From an optimization exercise on the open Yosys and OpenROAD flow, aimed at small area; shortcuts taken in it are not production practice. At most, simulation tests tie the RTL to the original design; equivalence was not proved. Only the layout flow was run in run 2; the RTL was not checked for function there. No activity file was given, so power comes from the tool's default toggle rates.

==> flow/design.v, too long to show whole: its modules and the start of the top module <==
// module SRRC_filter: 1575 lines
// module srrc_fa: 6 lines
// module srrc_ha: 6 lines
// module srrc_nand2: 5 lines
// module srrc_nor2: 5 lines
module SRRC_filter (clk, reset, symb_in, symb_out);
  // ...
==> flow/flow/run.sh <==
#!/bin/bash
# The standard layout (standard.sh) with two changes:
#  * clock tree synthesis uses clkbuf_8 and adds no dummy balancing loads;
#  * the port buffers that buffer_ports inserts are buf_1 cells.
set -e
export CTS_ARGS="-sink_clustering_enable -repair_clock_nets -dont_use_dummy_load -buf_list sky130_fd_sc_hd__clkbuf_8"
export BUFFER_PORTS_ARGS="-buffer_cell sky130_fd_sc_hd__buf_1"
bash standard.sh > standard.log 2>&1
==> flow/standard.sh <==
#!/bin/bash
# synth_recipe.tcl (not shown) runs the flow's synth.tcl, then flattens the netlist and writes it again
# the make line also repeats each setting of config.mk as NAME=value (left out here)
make -C /OpenROAD-flow-scripts/flow DESIGN_CONFIG=/design/flow/config.mk WORK_HOME=/design/flow/orfs CLKGATE_MAP_FILE= SYNTH_SCRIPT=/design/flow/synth_recipe.tcl "${@:-finish}"
==> flow/config.mk <==
export PLATFORM = sky130hd
export DESIGN_NAME = SRRC_filter
export DESIGN_NICKNAME = SRRC_filter
export VERILOG_FILES = /design/flow/design.v
export SDC_FILE = /design/flow/constraint.sdc
export NUM_CORES = 4
export LEC_CHECK = 0
export CAP_MARGIN = 20
export CORE_MARGIN = 2
export CORE_UTILIZATION = 40
export SLEW_MARGIN = 20
export SYNTH_HIERARCHICAL = 1
export SYNTH_MINIMUM_KEEP_SIZE = 0
==> flow/constraint.sdc <==
create_clock -name core_clock -period 10.0 [get_ports {clk}]
set_input_delay 2.0000 -clock core_clock [delete_from_list [all_inputs] [get_ports {clk}]]
set_output_delay 2.0000 -clock core_clock [all_outputs]
set_load 0.01 [all_outputs]
==> summary.txt, run 1 <==
status = complete, no violations
Multi-input gate area = 7990 um^2
sw power = 0.975 mW
clkbuf count = 17
Crit Path Category = reg2reg
fmax = 0.106 GHz
initial antenna violation count = 0
Crit path top cell by count = fa_1
crit path launch = r8[0]
CP arrival = 9.74 ns
Area Overhead vs Synth = 6.26%
DRT Pass-1 Iters = 4
worst setup slack after placement = 0.568 ns
Cell Chain, Critical Path = ha_1 > fa_1 > fa_1 > fa_1 > fa_1 > fa_1 > fa_1 > fa_1 > fa_1 > fa_1 > fa_1 > fa_1 > fa_1 > fa_1 > fa_1 > ha_1 > ha_1 > fa_1 > fa_1 > fa_1 > fa_1 > fa_1 > nor2_1
CP top delay family = adder cells
PwrDens = 202 nW/um^2
flip-flop and latch count = 180
Antenna Nets Post-Route = 0
final non-filler cell total = 1,257
Worst Path Required = 10.33 ns
multi-input combinational area share = 62.9%
vias in the first global route = 6,876
register area = 3600 um^2
clk buf depth = 2
Leak = 4.97 nW
largest cells by area after synthesis = fa_1 (56%), dfxtp_1 (30%), ha_1 (4.3%)
==> inputs of run 2 (changes only) <==
--- a/flow/design.v
+++ b/flow/design.v
@@ -652,246 +652,247 @@
 	wire s578;
 	wire c579;
 	wire s580;
 	wire c581;
 	wire n582;
 	wire s583;
 	wire c584;
 	wire n585;
-	wire s586;
-	wire c587;
-	wire n588;
+	wire n586;
+	wire s587;
+	wire c588;
 	wire s589;
 	wire c590;
 	wire s591;
 	wire c592;
 	wire s593;
 	wire c594;
 	wire s595;
 	wire c596;
 	wire s597;
 	wire c598;
 	wire s599;
 	wire c600;
 	wire s601;
 	wire c602;
 	wire s603;
 	wire c604;
-	wire s605;
-	wire c606;
-	wire s607;
-	wire c608;
-	wire s609;
-	wire c610;
-	wire n611;
-	wire s612;
-	wire c613;
-	wire n614;
-	wire n615;
-	wire s616;
-	wire c617;
-	wire s618;
-	wire c619;
-	wire s620;
-	wire c621;
-	wire s622;
-	wire c623;
-	wire s624;
-	wire c625;
-	wire s626;
-	wire c627;
-	wire s628;
-	wire c629;
-	wire s630;
-	wire c631;
-	wire s632;
-	wire c633;
+	wire n605;
+	wire s606;
+	wire c607;
+	wire s608;
+	wire c609;
+	wire n610;
+	wire s611;
+	wire c612;
+	wire s613;
+	wire c614;
+	wire s615;
+	wire c616;
+	wire s617;
+	wire c618;
+	wire s619;
+	wire c620;
+	wire s621;
+	wire c622;
+	wire s623;
+	wire c624;
+	wire s625;
+	wire c626;
+	wire s627;
+	wire c628;
+	wire s629;
+	wire c630;
+	wire s631;
+	wire c632;
+	wire n633;
 	wire s634;
 	wire c635;
 	wire n636;
 	wire s637;
 	wire c638;
-	wire n639;
-	wire s640;
-	wire c641;
-	wire s642;
-	wire c643;
-	wire s644;
-	wire c645;
-	wire s646;
-	wire c647;
-	wire s648;
-	wire c649;
-	wire s650;
-	wire c651;
-	wire s652;
-	wire c653;
-	wire s654;
-	wire c655;
-	wire s656;
-	wire c657;
+	wire s639;
+	wire c640;
+	wire s641;
+	wire c642;
+	wire s643;
+	wire c644;
+	wire s645;
+	wire c646;
+	wire s647;
+	wire c648;
+	wire s649;
+	wire c650;
+	wire s651;
+	wire c652;
+	wire s653;
+	wire c654;
+	wire s655;
+	wire c656;
+	wire n657;
 	wire s658;
 	wire c659;
 	wire n660;
 	wire s661;
 	wire c662;
-	wire n663;
-	wire s664;
-	wire c665;
-	wire s666;
-	wire c667;
-	wire s668;
-	wire c669;
-	wire s670;
-	wire c671;
-	wire s672;
-	wire c673;
-	wire s674;
-	wire c675;
-	wire s676;
-	wire c677;
-	wire s678;
-	wire c679;
-	wire s680;
-	wire c681;
+	wire s663;
+	wire c664;
+	wire s665;
+	wire c666;
+	wire s667;
+	wire c668;
+	wire s669;
+	wire c670;
+	wire s671;
+	wire c672;
+	wire s673;
+	wire c674;
+	wire s675;
+	wire c676;
+	wire s677;
+	wire c678;
+	wire s679;
+	wire c680;
+	wire n681;
 	wire s682;
 	wire c683;
-	wire s684;
-	wire c685;
-	wire n686;
+	wire n684;
+	wire s685;
+	wire c686;
 	wire s687;
 	wire c688;
 	wire s689;
 	wire c690;
 	wire s691;
 	wire c692;
 	wire s693;
 	wire c694;
 	wire s695;
 	wire c696;
-	wire s697;
-	wire c698;
-	wire n699;
+	wire n697;
+	wire s698;
+	wire c699;
 	wire s700;
 	wire c701;
 	wire s702;
 	wire c703;
-	wire s704;
-	wire c705;
-	wire n706;
-	wire s707;
-	wire c708;
-	wire n709;
+	wire n704;
+	wire s705;
+	wire c706;
+	wire n707;
+	wire s708;
+	wire c709;
 	wire s710;
 	wire c711;
 	wire s712;
 	wire c713;
 	wire s714;
 	wire c715;
 	wire s716;
 	wire c717;
 	wire s718;
 	wire c719;
-	wire s720;
-	wire c721;
-	wire n722;
-	wire s723;
-	wire c724;
-	wire n725;
+	wire n720;
+	wire s721;
+	wire c722;
+	wire n723;
+	wire s724;
+	wire c725;
 	wire s726;
 	wire c727;
-	wire s728;
-	wire c729;
-	wire n730;
+	wire n728;
+	wire s729;
+	wire c730;
 	wire s731;
 	wire c732;
 	wire s733;
 	wire c734;
 	wire s735;
 	wire c736;
 	wire s737;
 	wire c738;
 	wire s739;
 	wire c740;
-	wire s741;
-	wire c742;
-	wire n743;
-	wire s744;
-	wire c745;
-	wire n746;
-	wire s747;
-	wire c748;
-	wire n749;
-	wire n750;
+	wire n741;
+	wire s742;
+	wire c743;
+	wire n744;
+	wire s745;
+	wire c746;
+	wire n747;
+	wire n748;
+	wire s749;
+	wire c750;
 	wire s751;
 	wire c752;
 	wire s753;
 	wire c754;
 	wire s755;
 	wire c756;
 	wire s757;
 	wire c758;
 	wire s759;
 	wire c760;
-	wire s761;
-	wire c762;
-	wire n763;
-	wire s764;
-	wire c765;
-	wire n766;
+	wire n761;
+	wire s762;
+	wire c763;
+	wire n764;
+	wire s765;
+	wire c766;
 	wire s767;
 	wire c768;
-	wire s769;
-	wire c770;
-	wire n771;
-	wire s772;
-	wire c773;
-	wire n774;
-	wire s775;
-	wire c776;
-	wire n777;
-	wire s778;
-	wire c779;
-	wire n780;
+	wire n769;
+	wire s770;
+	wire c771;
+	wire n772;
+	wire s773;
+	wire c774;
+	wire n775;
+	wire s776;
+	wire c777;
+	wire n778;
+	wire s779;
+	wire c780;
 	wire s781;
 	wire c782;
-	wire s783;
-	wire c784;
-	wire n785;
+	wire n783;
+	wire s784;
+	wire c785;
 	wire s786;
 	wire c787;
-	wire s788;
-	wire c789;
-	wire n790;
+	wire n788;
+	wire s789;
+	wire c790;
 	wire s791;
 	wire c792;
 	wire n793;
-	wire s794;
-	wire c795;
-	wire s796;
-	wire c797;
-	wire s798;
-	wire c799;
-	wire k800;
+	wire n794;
+	wire s795;
+	wire c796;
+	wire s797;
+	wire c798;
+	wire s799;
+	wire c800;
 	wire k801;
 	wire k802;
 	wire k803;
 	wire k804;
 	wire k805;
 	wire k806;
 	wire k807;
 	wire k808;
 	wire k809;
 	wire k810;
 	wire k811;
 	wire k812;
 	wire k813;
 	wire k814;
 	wire k815;
+	wire k816;
 	assign nrst = ~reset;
 	srrc_nand2 g1_0 (.a(nrst), .b(symb_in[0]), .y(d1[0]));
 	srrc_nand2 g1_1 (.a(nrst), .b(symb_in[1]), .y(d1[1]));
 	srrc_nand2 g1_2 (.a(nrst), .b(symb_in[2]), .y(d1[2]));
 	srrc_nand2 g1_3 (.a(nrst), .b(symb_in[3]), .y(d1[3]));
 	srrc_nand2 g1_4 (.a(nrst), .b(symb_in[4]), .y(d1[4]));
 	srrc_nand2 g1_5 (.a(nrst), .b(symb_in[5]), .y(d1[5]));
 	srrc_nand2 g1_6 (.a(nrst), .b(symb_in[6]), .y(d1[6]));
@@ -1087,28 +1088,28 @@
 			ra19 <= 1'b0;
 			ra20 <= 1'b0;
 			rb20 <= 1'b0;
 			ra21 <= 1'b0;
 			ra22 <= 1'b0;
 			rb22 <= 1'b0;
 			ra23 <= 1'b0;
 		end else begin
-			rc <= k815;
-			ra16 <= n709;
-			ra17 <= n730;
-			ra18 <= n749;
-			rb18 <= n750;
-			ra19 <= n766;
-			ra20 <= s778;
-			rb20 <= n780;
-			ra21 <= s794;
-			ra22 <= s796;
-			rb22 <= c795;
-			ra23 <= s798;
+			rc <= k816;
+			ra16 <= n707;
+			ra17 <= n728;
+			ra18 <= n747;
+			rb18 <= n748;
+			ra19 <= n764;
+			ra20 <= s776;
+			rb20 <= n778;
+			ra21 <= s797;
+			ra22 <= s789;
+			rb22 <= c798;
+			ra23 <= s799;
 		end
 	end
 	srrc_ha us1 (.a(r1[0]), .b(r21[0]), .s(s1), .co(c2));
 	srrc_fa us3 (.a(r1[1]), .b(r21[1]), .ci(c2), .s(s3), .co(c4));
 	srrc_fa us5 (.a(r1[2]), .b(r21[2]), .ci(c4), .s(s5), .co(c6));
 	srrc_fa us7 (.a(r1[3]), .b(r21[3]), .ci(c6), .s(s7), .co(c8));
 	srrc_fa us9 (.a(r1[4]), .b(r21[4]), .ci(c8), .s(s9), .co(c10));
 	srrc_fa us11 (.a(r1[5]), .b(r21[5]), .ci(c10), .s(s11), .co(c12));
@@ -1300,85 +1301,85 @@
 	srrc_fa us359 (.a(r7[2]), .b(r15[2]), .ci(s17), .s(s359), .co(c360));
 	srrc_fa us361 (.a(c347), .b(s359), .ci(s317), .s(s361), .co(c362));
 	srrc_fa us363 (.a(s297), .b(s35), .ci(s39), .s(s363), .co(c364));
 	srrc_fa us365 (.a(s7), .b(c349), .ci(s361), .s(s365), .co(c366));
 	srrc_fa us367 (.a(c351), .b(s158), .ci(s363), .s(s367), .co(c368));
 	srrc_fa us369 (.a(s258), .b(c353), .ci(s365), .s(s369), .co(c370));
 	srrc_fa us371 (.a(c355), .b(s228), .ci(s367), .s(s371), .co(c372));
 	assign n373 = ~s371;
-	srrc_fa us374 (.a(c358), .b(s369), .ci(n373), .s(s374), .co(c375));
+	srrc_ha us374 (.a(c358), .b(s369), .s(s374), .co(c375));
 	assign s376 = ~(r7[3] ^ r15[3]);
 	assign c377 = r7[3] | r15[3];
 	srrc_fa us378 (.a(s376), .b(c360), .ci(s19), .s(s378), .co(c379));
 	srrc_fa us380 (.a(s49), .b(s37), .ci(s299), .s(s380), .co(c381));
 	srrc_fa us382 (.a(s378), .b(s319), .ci(c362), .s(s382), .co(c383));
 	srrc_fa us384 (.a(s380), .b(s41), .ci(c364), .s(s384), .co(c385));
 	srrc_fa us386 (.a(s9), .b(c366), .ci(s382), .s(s386), .co(c387));
 	srrc_fa us388 (.a(s160), .b(c368), .ci(s384), .s(s388), .co(c389));
 	srrc_fa us390 (.a(s260), .b(c370), .ci(s386), .s(s390), .co(c391));
 	srrc_fa us392 (.a(c372), .b(s388), .ci(s230), .s(s392), .co(c393));
 	assign n394 = ~s392;
-	srrc_fa us395 (.a(s390), .b(c375), .ci(n394), .s(s395), .co(c396));
+	srrc_ha us395 (.a(c375), .b(s390), .s(s395), .co(c396));
 	srrc_fa us397 (.a(r7[4]), .b(r15[4]), .ci(c377), .s(s397), .co(c398));
 	srrc_fa us399 (.a(s397), .b(s21), .ci(c379), .s(s399), .co(c400));
 	srrc_fa us401 (.a(s97), .b(s154), .ci(s39), .s(s401), .co(c402));
 	srrc_fa us403 (.a(s399), .b(s321), .ci(c383), .s(s403), .co(c404));
 	srrc_fa us405 (.a(s301), .b(c381), .ci(s401), .s(s405), .co(c406));
 	srrc_fa us407 (.a(s11), .b(c387), .ci(s403), .s(s407), .co(c408));
 	srrc_fa us409 (.a(s43), .b(c385), .ci(s405), .s(s409), .co(c410));
 	srrc_fa us411 (.a(s262), .b(c391), .ci(s407), .s(s411), .co(c412));
 	srrc_fa us413 (.a(s162), .b(c389), .ci(s409), .s(s413), .co(c414));
 	srrc_fa us415 (.a(s232), .b(c393), .ci(s413), .s(s415), .co(c416));
 	assign n417 = ~s415;
-	srrc_fa us418 (.a(s411), .b(c396), .ci(n417), .s(s418), .co(c419));
+	srrc_ha us418 (.a(c396), .b(s411), .s(s418), .co(c419));
 	srrc_fa us420 (.a(r7[5]), .b(r15[5]), .ci(c398), .s(s420), .co(c421));
 	srrc_fa us422 (.a(s270), .b(s420), .ci(s23), .s(s422), .co(c423));
 	srrc_fa us424 (.a(s226), .b(s156), .ci(s41), .s(s424), .co(c425));
 	srrc_fa us426 (.a(c400), .b(s422), .ci(s323), .s(s426), .co(c427));
 	srrc_fa us428 (.a(c402), .b(s303), .ci(c406), .s(s428), .co(c429));
 	srrc_fa us430 (.a(c404), .b(s13), .ci(c408), .s(s430), .co(c431));
 	srrc_fa us432 (.a(s424), .b(s45), .ci(c410), .s(s432), .co(c433));
 	srrc_fa us434 (.a(s426), .b(s264), .ci(c412), .s(s434), .co(c435));
 	srrc_fa us436 (.a(s428), .b(s164), .ci(c414), .s(s436), .co(c437));
-	srrc_fa us438 (.a(s432), .b(s234), .ci(c416), .s(s438), .co(c439));
-	srrc_fa us440 (.a(s430), .b(s434), .ci(c419), .s(s440), .co(c441));
-	assign n442 = ~s440;
-	srrc_fa us443 (.a(s436), .b(s438), .ci(n442), .s(s443), .co(c444));
+	srrc_fa us438 (.a(s430), .b(c419), .ci(s434), .s(s438), .co(c439));
+	srrc_fa us440 (.a(s432), .b(s234), .ci(c416), .s(s440), .co(c441));
+	assign n442 = ~s438;
+	srrc_fa us443 (.a(s436), .b(s440), .ci(n442), .s(s443), .co(c444));
 	assign n445 = ~s443;
 	assign n446 = ~s113;
 	srrc_fa us447 (.a(r7[6]), .b(r15[6]), .ci(n446), .s(s447), .co(c448));
 	srrc_fa us449 (.a(s447), .b(c421), .ci(s272), .s(s449), .co(c450));
 	srrc_fa us451 (.a(s449), .b(s25), .ci(c423), .s(s451), .co(c452));
 	srrc_fa us453 (.a(s43), .b(c425), .ci(s208), .s(s453), .co(c454));
 	srrc_fa us455 (.a(s451), .b(s325), .ci(c427), .s(s455), .co(c456));
 	srrc_fa us457 (.a(s228), .b(s305), .ci(c429), .s(s457), .co(c458));
 	srrc_fa us459 (.a(s15), .b(c431), .ci(s455), .s(s459), .co(c460));
 	srrc_fa us461 (.a(s453), .b(s47), .ci(c433), .s(s461), .co(c462));
 	srrc_fa us463 (.a(s266), .b(c435), .ci(s459), .s(s463), .co(c464));
 	srrc_fa us465 (.a(s457), .b(s166), .ci(c437), .s(s465), .co(c466));
 	srrc_fa us467 (.a(s461), .b(s236), .ci(s465), .s(s467), .co(c468));
-	srrc_fa us469 (.a(c439), .b(s467), .ci(c444), .s(s469), .co(c470));
+	srrc_fa us469 (.a(c441), .b(s467), .ci(c444), .s(s469), .co(c470));
 	assign n471 = ~s469;
-	srrc_ha us472 (.a(s463), .b(c441), .s(s472), .co(c473));
+	srrc_ha us472 (.a(s463), .b(c439), .s(s472), .co(c473));
 	srrc_fa us474 (.a(r7[7]), .b(r15[7]), .ci(s97), .s(s474), .co(c475));
 	srrc_fa us476 (.a(s252), .b(c448), .ci(s474), .s(s476), .co(c477));
 	srrc_fa us478 (.a(s476), .b(s274), .ci(c450), .s(s478), .co(c479));
 	srrc_fa us480 (.a(s478), .b(s27), .ci(c452), .s(s480), .co(c481));
 	srrc_fa us482 (.a(s115), .b(s45), .ci(c454), .s(s482), .co(c483));
 	srrc_fa us484 (.a(s307), .b(s210), .ci(c48), .s(s484), .co(c485));
 	srrc_fa us486 (.a(s480), .b(c16), .ci(s327), .s(s486), .co(c487));
 	srrc_fa us488 (.a(s230), .b(c458), .ci(s482), .s(s488), .co(c489));
 	srrc_fa us490 (.a(c456), .b(c460), .ci(s486), .s(s490), .co(c491));
 	srrc_fa us492 (.a(s484), .b(c462), .ci(s488), .s(s492), .co(c493));
 	srrc_fa us494 (.a(s268), .b(c464), .ci(s490), .s(s494), .co(c495));
 	srrc_fa us496 (.a(s168), .b(c466), .ci(s492), .s(s496), .co(c497));
 	srrc_fa us498 (.a(s238), .b(c468), .ci(s496), .s(s498), .co(c499));
 	assign n500 = ~s498;
-	srrc_fa us501 (.a(s494), .b(c473), .ci(n500), .s(s501), .co(c502));
+	srrc_fa us501 (.a(c473), .b(s494), .ci(n500), .s(s501), .co(c502));
 	assign n503 = ~c470;
 	srrc_fa us504 (.a(c475), .b(s172), .ci(c477), .s(s504), .co(c505));
 	assign n506 = ~s254;
 	srrc_fa us507 (.a(s270), .b(s117), .ci(n506), .s(s507), .co(c508));
 	srrc_fa us509 (.a(s504), .b(s276), .ci(c479), .s(s509), .co(c510));
 	srrc_fa us511 (.a(s509), .b(s29), .ci(c481), .s(s511), .co(c512));
 	srrc_fa us513 (.a(s507), .b(s47), .ci(c483), .s(s513), .co(c514));
 	srrc_fa us515 (.a(s309), .b(s212), .ci(c485), .s(s515), .co(c516));
@@ -1386,188 +1387,191 @@
 	srrc_fa us519 (.a(s232), .b(c489), .ci(s513), .s(s519), .co(c520));
 	srrc_fa us521 (.a(c269), .b(c491), .ci(s517), .s(s521), .co(c522));
 	srrc_fa us523 (.a(s515), .b(c493), .ci(s519), .s(s523), .co(c524));
 	srrc_fa us525 (.a(s170), .b(c497), .ci(s523), .s(s525), .co(c526));
 	srrc_fa us527 (.a(s240), .b(c499), .ci(s525), .s(s527), .co(c528));
 	srrc_fa us529 (.a(c495), .b(s521), .ci(c502), .s(s529), .co(c530));
 	assign n531 = ~s527;
 	srrc_fa us532 (.a(r11[0]), .b(s272), .ci(s119), .s(s532), .co(c533));
-	srrc_fa us534 (.a(c505), .b(s256), .ci(s190), .s(s534), .co(c535));
-	srrc_fa us536 (.a(s278), .b(c510), .ci(s534), .s(s536), .co(c537));
+	assign s534 = ~(c505 ^ s256);
+	assign c535 = c505 | s256;
+	srrc_fa us536 (.a(s534), .b(s190), .ci(s278), .s(s536), .co(c537));
 	srrc_fa us538 (.a(c508), .b(s532), .ci(c48), .s(s538), .co(c539));
-	srrc_fa us540 (.a(s536), .b(s31), .ci(c512), .s(s540), .co(c541));
-	srrc_fa us542 (.a(s538), .b(c514), .ci(s311), .s(s542), .co(c543));
-	srrc_fa us544 (.a(s214), .b(c516), .ci(s234), .s(s544), .co(c545));
-	srrc_fa us546 (.a(s540), .b(s331), .ci(c518), .s(s546), .co(c547));
-	srrc_fa us548 (.a(c520), .b(c171), .ci(s542), .s(s548), .co(c549));
-	srrc_fa us550 (.a(s544), .b(c524), .ci(s548), .s(s550), .co(c551));
-	srrc_fa us552 (.a(c526), .b(s550), .ci(s242), .s(s552), .co(c553));
-	srrc_fa us554 (.a(s546), .b(c522), .ci(c530), .s(s554), .co(c555));
-	assign n556 = ~s554;
-	srrc_fa us557 (.a(c528), .b(s552), .ci(n556), .s(s557), .co(c558));
+	srrc_fa us540 (.a(c510), .b(s536), .ci(s31), .s(s540), .co(c541));
+	srrc_fa us542 (.a(c512), .b(s540), .ci(s331), .s(s542), .co(c543));
+	srrc_fa us544 (.a(s538), .b(c514), .ci(s311), .s(s544), .co(c545));
+	srrc_fa us546 (.a(s214), .b(c516), .ci(s234), .s(s546), .co(c547));
+	srrc_fa us548 (.a(c520), .b(c171), .ci(s544), .s(s548), .co(c549));
+	srrc_fa us550 (.a(c518), .b(s542), .ci(c522), .s(s550), .co(c551));
+	srrc_fa us552 (.a(s546), .b(c524), .ci(s548), .s(s552), .co(c553));
+	srrc_fa us554 (.a(c526), .b(s552), .ci(s242), .s(s554), .co(c555));
+	assign n556 = ~s550;
+	srrc_fa us557 (.a(n556), .b(c528), .ci(s554), .s(s557), .co(c558));
 	assign n559 = ~s557;
-	assign s560 = ~(s81 ^ s315);
-	assign c561 = s81 | s315;
-	srrc_fa us562 (.a(s560), .b(s274), .ci(s121), .s(s562), .co(c563));
-	srrc_fa us564 (.a(s258), .b(c535), .ci(s192), .s(s564), .co(c565));
+	srrc_fa us560 (.a(s81), .b(s315), .ci(s274), .s(s560), .co(c561));
+	srrc_fa us562 (.a(s121), .b(c533), .ci(s560), .s(s562), .co(c563));
+	srrc_fa us564 (.a(c535), .b(s258), .ci(s192), .s(s564), .co(c565));
 	srrc_fa us566 (.a(s280), .b(c537), .ci(c32), .s(s566), .co(c567));
-	srrc_fa us568 (.a(c533), .b(s562), .ci(c539), .s(s568), .co(c569));
-	srrc_fa us570 (.a(s564), .b(c541), .ci(s566), .s(s570), .co(c571));
-	srrc_fa us572 (.a(s313), .b(s568), .ci(c543), .s(s572), .co(c573));
-	srrc_fa us574 (.a(s216), .b(s236), .ci(c545), .s(s574), .co(c575));
-	srrc_fa us576 (.a(c332), .b(s570), .ci(c547), .s(s576), .co(c577));
-	srrc_fa us578 (.a(c549), .b(s572), .ci(s574), .s(s578), .co(c579));
-	srrc_fa us580 (.a(c551), .b(s578), .ci(s244), .s(s580), .co(c581));
-	assign n582 = ~s576;
-	srrc_fa us583 (.a(n582), .b(c553), .ci(s580), .s(s583), .co(c584));
-	assign n585 = ~c555;
-	srrc_fa us586 (.a(n585), .b(s583), .ci(c558), .s(s586), .co(c587));
-	assign n588 = ~s586;
-	srrc_fa us589 (.a(s83), .b(c561), .ci(s317), .s(s589), .co(c590));
-	srrc_fa us591 (.a(s589), .b(s276), .ci(s123), .s(s591), .co(c592));
-	assign s593 = ~(s97 ^ s260);
-	assign c594 = s97 | s260;
-	srrc_fa us595 (.a(s593), .b(s194), .ci(c565), .s(s595), .co(c596));
-	srrc_fa us597 (.a(s282), .b(c567), .ci(s595), .s(s597), .co(c598));
-	srrc_fa us599 (.a(c563), .b(s591), .ci(c314), .s(s599), .co(c600));
-	srrc_fa us601 (.a(c569), .b(s599), .ci(c573), .s(s601), .co(c602));
-	srrc_fa us603 (.a(s218), .b(c575), .ci(s238), .s(s603), .co(c604));
-	srrc_fa us605 (.a(c571), .b(s597), .ci(c577), .s(s605), .co(c606));
-	srrc_fa us607 (.a(s601), .b(c579), .ci(s603), .s(s607), .co(c608));
-	srrc_fa us609 (.a(s607), .b(c581), .ci(s246), .s(s609), .co(c610));
-	assign n611 = ~s605;
-	srrc_fa us612 (.a(n611), .b(c584), .ci(s609), .s(s612), .co(c613));
-	assign n614 = ~s612;
-	assign n615 = ~c587;
-	srrc_fa us616 (.a(s113), .b(s85), .ci(s319), .s(s616), .co(c617));
-	srrc_fa us618 (.a(c590), .b(s616), .ci(s278), .s(s618), .co(c619));
-	srrc_fa us620 (.a(s99), .b(c594), .ci(s262), .s(s620), .co(c621));
-	srrc_fa us622 (.a(s125), .b(c592), .ci(s618), .s(s622), .co(c623));
-	srrc_fa us624 (.a(s196), .b(c596), .ci(s620), .s(s624), .co(c625));
-	srrc_fa us626 (.a(s284), .b(c598), .ci(s624), .s(s626), .co(c627));
-	srrc_fa us628 (.a(s622), .b(c600), .ci(c602), .s(s628), .co(c629));
-	srrc_fa us630 (.a(s220), .b(s240), .ci(c604), .s(s630), .co(c631));
-	srrc_fa us632 (.a(s628), .b(s630), .ci(c608), .s(s632), .co(c633));
-	srrc_fa us634 (.a(s632), .b(s248), .ci(c610), .s(s634), .co(c635));
+	srrc_fa us568 (.a(s564), .b(c541), .ci(s566), .s(s568), .co(c569));
+	srrc_fa us570 (.a(s562), .b(c539), .ci(s313), .s(s570), .co(c571));
+	srrc_fa us572 (.a(c332), .b(s568), .ci(c543), .s(s572), .co(c573));
+	srrc_fa us574 (.a(c545), .b(s216), .ci(s236), .s(s574), .co(c575));
+	srrc_fa us576 (.a(c547), .b(s570), .ci(c549), .s(s576), .co(c577));
+	srrc_fa us578 (.a(s574), .b(c553), .ci(s576), .s(s578), .co(c579));
+	srrc_fa us580 (.a(s578), .b(s244), .ci(c555), .s(s580), .co(c581));
+	assign n582 = ~s580;
+	srrc_fa us583 (.a(s572), .b(c551), .ci(n582), .s(s583), .co(c584));
+	assign n585 = ~c558;
+	assign n586 = ~s83;
+	assign s587 = ~(s97 ^ n586);
+	assign c588 = s97 | n586;
+	srrc_fa us589 (.a(s317), .b(s276), .ci(c561), .s(s589), .co(c590));
+	srrc_fa us591 (.a(s123), .b(c563), .ci(s589), .s(s591), .co(c592));
+	srrc_fa us593 (.a(s587), .b(s260), .ci(s194), .s(s593), .co(c594));
+	srrc_fa us595 (.a(c565), .b(s282), .ci(c567), .s(s595), .co(c596));
+	srrc_fa us597 (.a(s593), .b(s595), .ci(c569), .s(s597), .co(c598));
+	srrc_fa us599 (.a(s591), .b(c314), .ci(c571), .s(s599), .co(c600));
+	srrc_fa us601 (.a(s218), .b(c575), .ci(s238), .s(s601), .co(c602));
+	srrc_fa us603 (.a(s599), .b(c577), .ci(s601), .s(s603), .co(c604));
+	assign n605 = ~c579;
+	srrc_fa us606 (.a(s597), .b(c573), .ci(n605), .s(s606), .co(c607));
+	srrc_fa us608 (.a(s603), .b(s246), .ci(c581), .s(s608), .co(c609));
+	assign n610 = ~s608;
+	srrc_fa us611 (.a(s606), .b(c584), .ci(n610), .s(s611), .co(c612));
+	srrc_fa us613 (.a(s113), .b(s85), .ci(s319), .s(s613), .co(c614));
+	srrc_fa us615 (.a(s613), .b(s278), .ci(c590), .s(s615), .co(c616));
+	srrc_fa us617 (.a(s99), .b(c588), .ci(s262), .s(s617), .co(c618));
+	srrc_fa us619 (.a(s125), .b(c592), .ci(s615), .s(s619), .co(c620));
+	srrc_fa us621 (.a(s196), .b(c594), .ci(s617), .s(s621), .co(c622));
+	srrc_fa us623 (.a(s284), .b(c596), .ci(s621), .s(s623), .co(c624));
+	srrc_fa us625 (.a(s619), .b(c600), .ci(s220), .s(s625), .co(c626));
+	srrc_fa us627 (.a(s240), .b(c602), .ci(s625), .s(s627), .co(c628));
+	srrc_fa us629 (.a(c598), .b(s623), .ci(c607), .s(s629), .co(c630));
+	srrc_fa us631 (.a(c604), .b(s627), .ci(s248), .s(s631), .co(c632));
+	assign n633 = ~s629;
+	srrc_fa us634 (.a(n633), .b(c609), .ci(s631), .s(s634), .co(c635));
 	assign n636 = ~s634;
-	srrc_fa us637 (.a(s626), .b(c606), .ci(n636), .s(s637), .co(c638));
-	assign n639 = ~c613;
-	srrc_fa us640 (.a(s297), .b(s115), .ci(s87), .s(s640), .co(c641));
-	srrc_fa us642 (.a(s321), .b(c617), .ci(s640), .s(s642), .co(c643));
-	srrc_fa us644 (.a(s642), .b(s280), .ci(c619), .s(s644), .co(c645));
-	srrc_fa us646 (.a(s101), .b(s264), .ci(c621), .s(s646), .co(c647));
-	srrc_fa us648 (.a(s127), .b(c623), .ci(s644), .s(s648), .co(c649));
-	srrc_fa us650 (.a(s198), .b(c625), .ci(s646), .s(s650), .co(c651));
-	srrc_fa us652 (.a(s286), .b(c627), .ci(s650), .s(s652), .co(c653));
-	srrc_fa us654 (.a(s648), .b(c629), .ci(s222), .s(s654), .co(c655));
-	srrc_fa us656 (.a(s242), .b(c631), .ci(s654), .s(s656), .co(c657));
-	srrc_fa us658 (.a(c633), .b(s656), .ci(s250), .s(s658), .co(c659));
-	assign n660 = ~s652;
-	srrc_fa us661 (.a(n660), .b(c635), .ci(s658), .s(s661), .co(c662));
-	assign n663 = ~s661;
-	srrc_fa us664 (.a(s117), .b(s299), .ci(s89), .s(s664), .co(c665));
-	srrc_fa us666 (.a(c641), .b(s323), .ci(c643), .s(s666), .co(c667));
-	srrc_fa us668 (.a(s664), .b(s666), .ci(c128), .s(s668), .co(c669));
-	srrc_fa us670 (.a(s282), .b(c645), .ci(s668), .s(s670), .co(c671));
-	srrc_fa us672 (.a(s103), .b(s266), .ci(c647), .s(s672), .co(c673));
-	srrc_fa us674 (.a(c287), .b(s200), .ci(c651), .s(s674), .co(c675));
-	srrc_fa us676 (.a(s672), .b(c653), .ci(s674), .s(s676), .co(c677));
-	srrc_fa us678 (.a(c649), .b(s670), .ci(s224), .s(s678), .co(c679));
-	srrc_fa us680 (.a(c655), .b(s244), .ci(s678), .s(s680), .co(c681));
-	srrc_fa us682 (.a(c657), .b(s680), .ci(c251), .s(s682), .co(c683));
-	srrc_fa us684 (.a(c659), .b(s682), .ci(c662), .s(s684), .co(c685));
-	assign n686 = ~s684;
-	srrc_fa us687 (.a(s119), .b(s301), .ci(s91), .s(s687), .co(c688));
-	srrc_fa us689 (.a(c665), .b(s325), .ci(c667), .s(s689), .co(c690));
-	srrc_fa us691 (.a(s687), .b(s689), .ci(c669), .s(s691), .co(c692));
-	srrc_fa us693 (.a(s284), .b(s691), .ci(c671), .s(s693), .co(c694));
-	srrc_fa us695 (.a(s105), .b(s268), .ci(c673), .s(s695), .co(c696));
-	srrc_fa us697 (.a(s202), .b(s695), .ci(c675), .s(s697), .co(c698));
-	assign n699 = ~s693;
-	srrc_fa us700 (.a(n699), .b(s697), .ci(c677), .s(s700), .co(c701));
-	srrc_fa us702 (.a(c225), .b(c679), .ci(s246), .s(s702), .co(c703));
-	srrc_fa us704 (.a(c681), .b(s702), .ci(c683), .s(s704), .co(c705));
-	assign n706 = ~s700;
-	srrc_fa us707 (.a(n706), .b(s704), .ci(c685), .s(s707), .co(c708));
-	assign n709 = ~s707;
-	srrc_fa us710 (.a(s121), .b(s303), .ci(s93), .s(s710), .co(c711));
-	srrc_fa us712 (.a(c688), .b(s327), .ci(c690), .s(s712), .co(c713));
-	srrc_fa us714 (.a(s710), .b(s712), .ci(c692), .s(s714), .co(c715));
-	srrc_fa us716 (.a(s286), .b(c694), .ci(s714), .s(s716), .co(c717));
-	srrc_fa us718 (.a(s107), .b(c269), .ci(c696), .s(s718), .co(c719));
-	srrc_fa us720 (.a(s204), .b(c698), .ci(s718), .s(s720), .co(c721));
-	assign n722 = ~s716;
-	srrc_fa us723 (.a(n722), .b(c701), .ci(s720), .s(s723), .co(c724));
-	assign n725 = ~s723;
-	srrc_fa us726 (.a(n725), .b(s248), .ci(c703), .s(s726), .co(c727));
-	srrc_fa us728 (.a(s726), .b(c705), .ci(c708), .s(s728), .co(c729));
-	assign n730 = ~s728;
-	srrc_fa us731 (.a(s123), .b(s305), .ci(s95), .s(s731), .co(c732));
-	srrc_fa us733 (.a(c711), .b(s329), .ci(c713), .s(s733), .co(c734));
-	srrc_fa us735 (.a(s731), .b(c287), .ci(s733), .s(s735), .co(c736));
-	srrc_fa us737 (.a(c715), .b(s735), .ci(c717), .s(s737), .co(c738));
-	assign s739 = ~(s109 ^ c719);
-	assign c740 = s109 | c719;
-	srrc_fa us741 (.a(s739), .b(s206), .ci(c721), .s(s741), .co(c742));
-	assign n743 = ~s737;
-	srrc_fa us744 (.a(n743), .b(s741), .ci(c724), .s(s744), .co(c745));
-	assign n746 = ~s744;
-	srrc_fa us747 (.a(n746), .b(s250), .ci(c727), .s(s747), .co(c748));
-	assign n749 = ~s747;
-	assign n750 = ~c729;
-	srrc_fa us751 (.a(s125), .b(s307), .ci(c96), .s(s751), .co(c752));
-	srrc_fa us753 (.a(c732), .b(s751), .ci(s331), .s(s753), .co(c754));
-	srrc_fa us755 (.a(c734), .b(s753), .ci(c736), .s(s755), .co(c756));
-	srrc_fa us757 (.a(s111), .b(c740), .ci(c207), .s(s757), .co(c758));
-	srrc_fa us759 (.a(c742), .b(s757), .ci(c745), .s(s759), .co(c760));
-	srrc_fa us761 (.a(s755), .b(c738), .ci(c251), .s(s761), .co(c762));
-	assign n763 = ~s759;
-	srrc_fa us764 (.a(n763), .b(s761), .ci(c748), .s(s764), .co(c765));
-	assign n766 = ~s764;
-	srrc_fa us767 (.a(s127), .b(s309), .ci(c752), .s(s767), .co(c768));
-	srrc_fa us769 (.a(c332), .b(s767), .ci(c754), .s(s769), .co(c770));
-	assign n771 = ~s769;
-	assign s772 = ~(c112 ^ n771);
-	assign c773 = c112 | n771;
-	assign n774 = ~c756;
-	srrc_fa us775 (.a(s772), .b(n774), .ci(c758), .s(s775), .co(c776));
-	assign n777 = ~c762;
-	srrc_fa us778 (.a(s775), .b(c760), .ci(n777), .s(s778), .co(c779));
-	assign n780 = ~c765;
-	srrc_fa us781 (.a(c128), .b(s311), .ci(c768), .s(s781), .co(c782));
-	assign s783 = ~(s781 ^ c770);
-	assign c784 = s781 | c770;
-	assign n785 = ~s783;
-	srrc_fa us786 (.a(n785), .b(c773), .ci(c776), .s(s786), .co(c787));
-	srrc_fa us788 (.a(s313), .b(c782), .ci(c784), .s(s788), .co(c789));
-	assign n790 = ~s788;
-	srrc_fa us791 (.a(c314), .b(c789), .ci(s788), .s(s791), .co(c792));
+	srrc_fa us637 (.a(s297), .b(s115), .ci(s87), .s(s637), .co(c638));
+	srrc_fa us639 (.a(s321), .b(c614), .ci(s637), .s(s639), .co(c640));
+	srrc_fa us641 (.a(s639), .b(s280), .ci(c616), .s(s641), .co(c642));
+	srrc_fa us643 (.a(s101), .b(s264), .ci(c618), .s(s643), .co(c644));
+	srrc_fa us645 (.a(s127), .b(c620), .ci(s641), .s(s645), .co(c646));
+	srrc_fa us647 (.a(s198), .b(c622), .ci(s643), .s(s647), .co(c648));
+	srrc_fa us649 (.a(s286), .b(c624), .ci(s647), .s(s649), .co(c650));
+	srrc_fa us651 (.a(s645), .b(s222), .ci(c626), .s(s651), .co(c652));
+	srrc_fa us653 (.a(s242), .b(s651), .ci(c628), .s(s653), .co(c654));
+	srrc_fa us655 (.a(s653), .b(s250), .ci(c632), .s(s655), .co(c656));
+	assign n657 = ~s655;
+	srrc_fa us658 (.a(s649), .b(c630), .ci(n657), .s(s658), .co(c659));
+	assign n660 = ~c635;
+	srrc_fa us661 (.a(s117), .b(s299), .ci(s89), .s(s661), .co(c662));
+	srrc_fa us663 (.a(c638), .b(s323), .ci(c640), .s(s663), .co(c664));
+	srrc_fa us665 (.a(s661), .b(s663), .ci(c128), .s(s665), .co(c666));
+	srrc_fa us667 (.a(s282), .b(c642), .ci(s665), .s(s667), .co(c668));
+	srrc_fa us669 (.a(s103), .b(s266), .ci(c644), .s(s669), .co(c670));
+	srrc_fa us671 (.a(c287), .b(s200), .ci(c648), .s(s671), .co(c672));
+	srrc_fa us673 (.a(s669), .b(c650), .ci(s671), .s(s673), .co(c674));
+	srrc_fa us675 (.a(c646), .b(s667), .ci(s224), .s(s675), .co(c676));
+	srrc_fa us677 (.a(c652), .b(s244), .ci(s675), .s(s677), .co(c678));
+	srrc_fa us679 (.a(c654), .b(s677), .ci(c251), .s(s679), .co(c680));
+	assign n681 = ~s673;
+	srrc_fa us682 (.a(n681), .b(s679), .ci(c656), .s(s682), .co(c683));
+	assign n684 = ~s682;
+	srrc_fa us685 (.a(s119), .b(s301), .ci(s91), .s(s685), .co(c686));
+	srrc_fa us687 (.a(c662), .b(s325), .ci(c664), .s(s687), .co(c688));
+	srrc_fa us689 (.a(s685), .b(s687), .ci(c666), .s(s689), .co(c690));
+	srrc_fa us691 (.a(s284), .b(s689), .ci(c668), .s(s691), .co(c692));
+	srrc_fa us693 (.a(s105), .b(s268), .ci(c670), .s(s693), .co(c694));
+	srrc_fa us695 (.a(s202), .b(s693), .ci(c672), .s(s695), .co(c696));
+	assign n697 = ~s691;
+	srrc_fa us698 (.a(n697), .b(s695), .ci(c674), .s(s698), .co(c699));
+	srrc_fa us700 (.a(c225), .b(c676), .ci(s246), .s(s700), .co(c701));
+	srrc_fa us702 (.a(c678), .b(s700), .ci(c680), .s(s702), .co(c703));
+	assign n704 = ~s698;
+	srrc_fa us705 (.a(n704), .b(s702), .ci(c683), .s(s705), .co(c706));
+	assign n707 = ~s705;
+	srrc_fa us708 (.a(s121), .b(s303), .ci(s93), .s(s708), .co(c709));
+	srrc_fa us710 (.a(c686), .b(s327), .ci(c688), .s(s710), .co(c711));
+	srrc_fa us712 (.a(s708), .b(s710), .ci(c690), .s(s712), .co(c713));
+	srrc_fa us714 (.a(s286), .b(c692), .ci(s712), .s(s714), .co(c715));
+	srrc_fa us716 (.a(s107), .b(c269), .ci(c694), .s(s716), .co(c717));
+	srrc_fa us718 (.a(s204), .b(c696), .ci(s716), .s(s718), .co(c719));
+	assign n720 = ~s714;
+	srrc_fa us721 (.a(n720), .b(c699), .ci(s718), .s(s721), .co(c722));
+	assign n723 = ~s721;
+	srrc_fa us724 (.a(n723), .b(s248), .ci(c701), .s(s724), .co(c725));
+	srrc_fa us726 (.a(s724), .b(c703), .ci(c706), .s(s726), .co(c727));
+	assign n728 = ~s726;
+	srrc_fa us729 (.a(s123), .b(s305), .ci(s95), .s(s729), .co(c730));
+	srrc_fa us731 (.a(c709), .b(s329), .ci(c711), .s(s731), .co(c732));
+	srrc_fa us733 (.a(s729), .b(c287), .ci(s731), .s(s733), .co(c734));
+	srrc_fa us735 (.a(c713), .b(s733), .ci(c715), .s(s735), .co(c736));
+	assign s737 = ~(s109 ^ c717);
+	assign c738 = s109 | c717;
+	srrc_fa us739 (.a(s737), .b(s206), .ci(c719), .s(s739), .co(c740));
+	assign n741 = ~s735;
+	srrc_fa us742 (.a(n741), .b(s739), .ci(c722), .s(s742), .co(c743));
+	assign n744 = ~s742;
+	srrc_fa us745 (.a(n744), .b(s250), .ci(c725), .s(s745), .co(c746));
+	assign n747 = ~s745;
+	assign n748 = ~c727;
+	srrc_fa us749 (.a(s125), .b(s307), .ci(c96), .s(s749), .co(c750));
+	srrc_fa us751 (.a(c730), .b(s749), .ci(s331), .s(s751), .co(c752));
+	srrc_fa us753 (.a(c732), .b(s751), .ci(c734), .s(s753), .co(c754));
+	srrc_fa us755 (.a(s111), .b(c738), .ci(c207), .s(s755), .co(c756));
+	srrc_fa us757 (.a(c740), .b(s755), .ci(c743), .s(s757), .co(c758));
+	srrc_fa us759 (.a(s753), .b(c736), .ci(c251), .s(s759), .co(c760));
+	assign n761 = ~s757;
+	srrc_fa us762 (.a(n761), .b(s759), .ci(c746), .s(s762), .co(c763));
+	assign n764 = ~s762;
+	srrc_fa us765 (.a(s127), .b(s309), .ci(c750), .s(s765), .co(c766));
+	srrc_fa us767 (.a(c332), .b(s765), .ci(c752), .s(s767), .co(c768));
+	assign n769 = ~s767;
+	assign s770 = ~(c112 ^ n769);
+	assign c771 = c112 | n769;
+	assign n772 = ~c754;
+	srrc_fa us773 (.a(s770), .b(n772), .ci(c756), .s(s773), .co(c774));
+	assign n775 = ~c760;
+	srrc_fa us776 (.a(s773), .b(c758), .ci(n775), .s(s776), .co(c777));
+	assign n778 = ~c763;
+	srrc_fa us779 (.a(c128), .b(s311), .ci(c766), .s(s779), .co(c780));
+	assign s781 = ~(s779 ^ c768);
+	assign c782 = s779 | c768;
+	assign n783 = ~s781;
+	srrc_fa us784 (.a(n783), .b(c771), .ci(c774), .s(s784), .co(c785));
+	srrc_fa us786 (.a(s313), .b(c780), .ci(c782), .s(s786), .co(c787));
+	assign n788 = ~s786;
+	assign s789 = ~(n788 ^ c785);
+	assign c790 = n788 | c785;
+	assign s791 = ~(c314 ^ c787);
+	assign c792 = c314 | c787;
 	assign n793 = ~s791;
-	assign s794 = ~(s786 ^ c779);
-	assign c795 = s786 | c779;
-	srrc_ha us796 (.a(s788), .b(c787), .s(s796), .co(c797));
-	assign s798 = ~(n793 ^ c797);
-	assign c799 = n793 | c797;
-	assign k800 = s252 & n335;
-	assign k801 = (n345 & s343) | (n345 & k800) | (s343 & k800);
-	assign k802 = s357 & k801;
-	assign k803 = s374 & k802;
-	assign k804 = s395 & k803;
-	assign k805 = s418 & k804;
-	assign k806 = n445 & k805;
-	assign k807 = (s472 & n471) | (s472 & k806) | (n471 & k806);
-	assign k808 = (s501 & n503) | (s501 & k807) | (n503 & k807);
-	assign k809 = (n531 & s529) | (n531 & k808) | (s529 & k808);
-	assign k810 = n559 & k809;
-	assign k811 = n588 | k810;
-	assign k812 = (n614 & n615) | (n614 & k811) | (n615 & k811);
-	assign k813 = (n639 & s637) | (n639 & k812) | (s637 & k812);
-	assign k814 = (c638 & n663) | (c638 & k813) | (n663 & k813);
-	assign k815 = (s676 & n686) | (s676 & k814) | (n686 & k814);
+	assign n794 = ~c530;
+	srrc_ha us795 (.a(c530), .b(n585), .s(s795), .co(c796));
+	assign s797 = ~(s784 ^ c777);
+	assign c798 = s784 | c777;
+	assign s799 = ~(n793 ^ c790);
+	assign c800 = n793 | c790;
+	assign k801 = s252 & n335;
+	assign k802 = (n345 & s343) | (n345 & k801) | (s343 & k801);
+	assign k803 = s357 & k802;
+	assign k804 = (s374 & n373) | (s374 & k803) | (n373 & k803);
+	assign k805 = (s395 & n394) | (s395 & k804) | (n394 & k804);
+	assign k806 = (s418 & n417) | (s418 & k805) | (n417 & k805);
+	assign k807 = n445 & k806;
+	assign k808 = (s472 & n471) | (s472 & k807) | (n471 & k807);
+	assign k809 = (n503 & s501) | (n503 & k808) | (s501 & k808);
+	assign k810 = (n531 & s529) | (n531 & k809) | (s529 & k809);
+	assign k811 = (n794 & n559) | (n794 & k810) | (n559 & k810);
+	assign k812 = (s795 & s583) | (s795 & k811) | (s583 & k811);
+	assign k813 = (c796 & s611) | (c796 & k812) | (s611 & k812);
+	assign k814 = (c612 & n636) | (c612 & k813) | (n636 & k813);
+	assign k815 = (n660 & s658) | (n660 & k814) | (s658 & k814);
+	assign k816 = (c659 & n684) | (c659 & k815) | (n684 & k815);
 	srrc_ha uq16 (.a(ra16), .b(rc), .s(q16), .co(qc16));
 	srrc_ha uq17 (.a(ra17), .b(qc16), .s(q17), .co(qc17));
 	srrc_fa uq18 (.a(ra18), .b(rb18), .ci(qc17), .s(q18), .co(qc18));
 	srrc_ha uq19 (.a(ra19), .b(qc18), .s(q19), .co(qc19));
 	srrc_fa uq20 (.a(ra20), .b(rb20), .ci(qc19), .s(q20), .co(qc20));
 	srrc_ha uq21 (.a(ra21), .b(qc20), .s(q21), .co(qc21));
 	srrc_fa uq22 (.a(ra22), .b(rb22), .ci(qc21), .s(q22), .co(qc22));
 	assign acc = {ra23 ^ qc22, q22, q21, q20, q19, q18, q17, q16};
==> summary.txt, run 2 <==
Hold Crit Depth = 1 (unchanged)
Avg Cell Area, Syn = 14.1 um^2 (was 14.2 um^2)
Sink Count = 180 (unchanged)
CTS Hold Buffers Added = 0 (unchanged)
# setup viols final = 0 (unchanged)
FF-to-FF Start = r8[0] (unchanged)
Peak VDD IR = 0.000155 V (was 0.000184 V)
post-route clock period utilization = 92.5% (was 94.1%)
Post-CTS Setup Bufs = 0 (unchanged)
Leak = 4.98 nW (was 4.97 nW)
clk_skew = 0.0332 ns (was 0.0292 ns)
Post-Place Cell Area = 12,500 um^2 (about the same)
initial antenna violation count = 0 (unchanged)
max-slew violations = 0 (unchanged)
Net Sw Frac = 39.7% (was 38.1%)
Fillers = 2,685 (was 2,712)
Slew HR = 27.1% (was 37.1%)
worst-margin pin slew = 1.09 ns (was 0.943 ns)
Starting Density = 40.6% (was 40.4%)
Clk pin slew, worst setup/hold paths = 0.09 ns (was 0.08 ns)
clk buf depth = 2 (unchanged)
Area Overhead vs Synth = 6.24% (was 6.26%)
Post-synth EDFFs = 0 (unchanged)
Clock Power Share = 13.9% (was 14.5%)
FF-to-FF setup slack = 0.75 ns (was 0.59 ns)
Worst Path Required = 10.35 ns (was 10.33 ns)
status = complete, no violations (unchanged)
crit-path max FO = 2 (unchanged)
drt drc = 0 (unchanged)
largest cells by area after synthesis = fa_1 (55%), dfxtp_1 (30%), ha_1 (4.7%) (was fa_1 (56%), dfxtp_1 (30%), ha_1 (4.3%))
Core ar. = 29,600 um^2 (unchanged)
CP arrival = 9.60 ns (was 9.74 ns)
clk latency of the worst-skew pair = 0.47 ns (about the same)
Commonest cells post-synth = fa_1 (327), dfxtp_1 (180), nand2_1 (91) (was fa_1 (332), dfxtp_1 (180), nor2_1 (90))
CTS buffer count = 17 (unchanged)
Syn Inst Count = 850 (was 839)
count leader, synth = fa_1 (unchanged)
R2R depth = 24 (was 23)
vias in the first global route = 6,981 (was 6,876)
Setup TNS = 0 ns (unchanged)
initial DRC count = 312 (was 343)
Netlist cell types = 24 (was 23)
number of synthesized register bits = 180 (unchanged)
DRT Pass-1 Iters = 4 (unchanged)
RD Place Congestion = 0.947 (was 0.952)
most frequent cells in the layout = fa_1 (327), dfxtp_1 (180), nand2_1 (91) (was fa_1 (332), dfxtp_1 (180), nor2_1 (90))
CP endpoint kind = register (unchanged)
post-DR wirelength/cell = 21.3 um (was 21.1 um)
syn nets = 1,232 (was 1,222)
io pins = 18 (unchanged)
Antenna Nets Post-Route = 0 (unchanged)
via count = 6,046 (was 5,961)
dpl hpwl = 24.2 mm (was 23.8 mm)
Row Count = 63 (unchanged)
sw power = 1.05 mW (was 0.975 mW)
dominant cell type by area after synthesis = fa_1 (unchanged)
Hold Path Class = reg2reg (unchanged)
fmax = 0.108 GHz (was 0.106 GHz)
vias per inst = 4.77 (was 4.74)
RSZ-0062 raised after global routing = no (unchanged)
share of layout cells above drive strength 1 = 3.08% (was 3.00%)
Max Cap Violations = 0 (unchanged)
Root Driver = clkbuf_8 (unchanged)
Reg power frac = 28.4% (was 29.3%)
Diodes inserted = 0 (unchanged)
chip height = 177 um (about the same)
ys flop type = dfxtp_1 (unchanged)
Total GRT Usage = 18.8% (was 18.7%)
first-pass GRT wire length = 41.4 mm (was 41.0 mm)
Crit Path Category = reg2reg (unchanged)
worst reg2reg endpoint = rc (was ra17)
mapped cell area = 12,000 um^2 (was 11,900 um^2)
GRT Residual Overflow = 0 (unchanged)
power share of the combinational group = 57.7% (was 56.2%)
Async SR Flop Fraction = 0% (unchanged)
CTS tree = yes (unchanged)
PwrDens = 208 nW/um^2 (was 202 nW/um^2)
WHS Endpoint = r17[0] (was r9[0])
register area = 3600 um^2 (unchanged)
sequential share of the synthesized area = 30.1% (was 30.2%)
CTS H-Tree Depth = 4 (unchanged)
DIE AREA = 31,400 um^2 (was 31,300 um^2)
largest net degree at the start of global routing = 94 (was 88)
Multi-input gate area = 8030 um^2 (was 7990 um^2)
most common cell after layout, fill and taps aside = fa_1 (unchanged)
cts repair resizes = 0 (unchanged)
Synthesis Warnings = 7 (unchanged)
Yosys top cell area share = 54.6% (was 55.6%)
IO buf count = 17 (unchanged)
final wirelength = 27.0 mm (was 26.6 mm)
min-delay src = r16[0] (was r8[0])
Final Hold Viols = 0 (unchanged)
Die Width = 177 um (about the same)
Final Critical Period = 9.25 ns (was 9.41 ns)
crit start category = register (unchanged)
final net count = 1,262 (was 1,252)
P_int = 1.60 mW (was 1.59 mW)
final instance area = 12,700 um^2 (about the same)
run 2: cell count changes after synthesis, sizes merged, moves of 2 or more:
cell     change
nand2        +3
o221ai       +2
fa           -5
a21oi        +3
a221oi       -2
a2111oi      +2
o21ai        +2
ha           +4
run 2: area by class of cell:
type                            instances  share of cell area (%)
Clock buffer                           17                    1.84
Inverter                               80                    2.36
Multi-Input combinational cell        582                    63.0
Sequential cell                       180                    28.3
Tap cell                              390                    3.83
Timing Repair Buffer                   19                   0.648
run 2: layer usage:
| metal | share of wire (%) | up-vias | global-route usage, % | wire length, um |
|---|---|---|---|---|
| met5 | 0 | - | 0 | 0 |
| met4 | 1.6 | 0 | 5.06 | 439 |
| met3 | 6.7 | 28 | 5.39 | 1800 |
| met2 | 49 | 146 | 30.3 | 13200 |
| met1 | 43 | 3251 | 25.0 | 11600 |
| li1 | - | 2621 | - | - |
run 2: Yosys stat by module, one instance, submodules excluded:
module,cell area (um^2),times used,flip-flops and latches
srrc_ha,12.5,36,0
SRRC_filter,4370,1,180
srrc_fa,20.0,327,0
srrc_nand2,3.75,87,0
srrc_nor2,3.75,80,0
run 2: how the worst max path moves through the flow:
stage,startpoint,endpoint,depth (start not counted)
after floorplan,r8[0],rc,24
after detailed placement,r8[0],rc,24
final,r8[0],rc,24
after global routing,r8[0],rc,24
after global placement,r8[0],rc,24
after CTS,r8[0],rc,24
run 2: metrics by stage:
step	power [mW]	cells	util (%)	setup slack (ns)	hold WS, ns
after global routing	2.92	1268	43.1	0.403	0.382
after global placement	2.30	1251	42.3	0.837	0.366
after detailed placement	2.32	1251	42.3	0.703	0.375
after CTS	2.70	1268	43.1	0.686	0.378
final	2.65	1268	43.1	0.749	0.378
after floorplan	1.99	850	-	1.14	0.362
run 2: critical path, stage by stage, from the launching register on:
cell and delay [ns]:
dfxtp_1 0.32, ha_1 0.21, fa_1 0.40, fa_1 0.52, fa_1 0.47, fa_1 0.48
fa_1 0.45, fa_1 0.39, fa_1 0.39, fa_1 0.52, fa_1 0.46, fa_1 0.41
fa_1 0.39, fa_1 0.39, fa_1 0.39, fa_1 0.39, ha_1 0.35, fa_1 0.39
fa_1 0.49, inv_1 0.05, fa_1 0.47, inv_1 0.05, o221ai_1 0.32, a2111oi_4 0.10
a2111oi_2 0.36
run 2: power by group through the flow:
| stage | Sequential (mW) | Combinational, mW | Clock, mW |
|---|---|---|---|
| floorplan | 0.766 | 1.23 | 0 |
| global route | 0.754 | 1.75 | 0.412 |
| finish | 0.751 | 1.53 | 0.369 |
| global placement | 0.768 | 1.53 | 0 |
| detailed placement | 0.768 | 1.56 | 0 |
| CTS | 0.752 | 1.56 | 0.385 |
run 2: cells by family after synthesis:
group | share of synthesized area, %
fa+ha+maj | 59.7
simple gates | 6.06
flops | 30.1
buf+inv | 2.97
xor+xnor | 0.219
compound gates | 1.04

-- re-timing with driven ports --
How much do the figures lean on ideal ports? The routed layouts below were timed once more, with nothing changed but the port constraints.
Step 1: set_driving_cell puts a clkbuf_16 on clk and a buf_2 on each other input, an assumption about the parent block.
Step 2 also shifts input and output timing later by t, the mid clock arrival at the registers, as if the neighbouring blocks saw the same clock.
Three values: ideal, step 1, step 2; two values: the first two.
run	t (ns)	slack for setup (ns)	worst setup path after step 2	worst register clock-pin slew, ns	worst data-port slew with drivers (ns)
run 1	0.496	0.588 / 0.587 / 0.587	register to register	0.09 / 0.09	0.03
run 2	0.502	0.749 / 0.749 / 0.749	register to register	0.09 / 0.09	0.03
After both steps setup and hold are still met in every run listed. For run 1, which loses most, drivers alone change the setup slack by -0.001 ns; drivers and shift together by -0.001 ns.
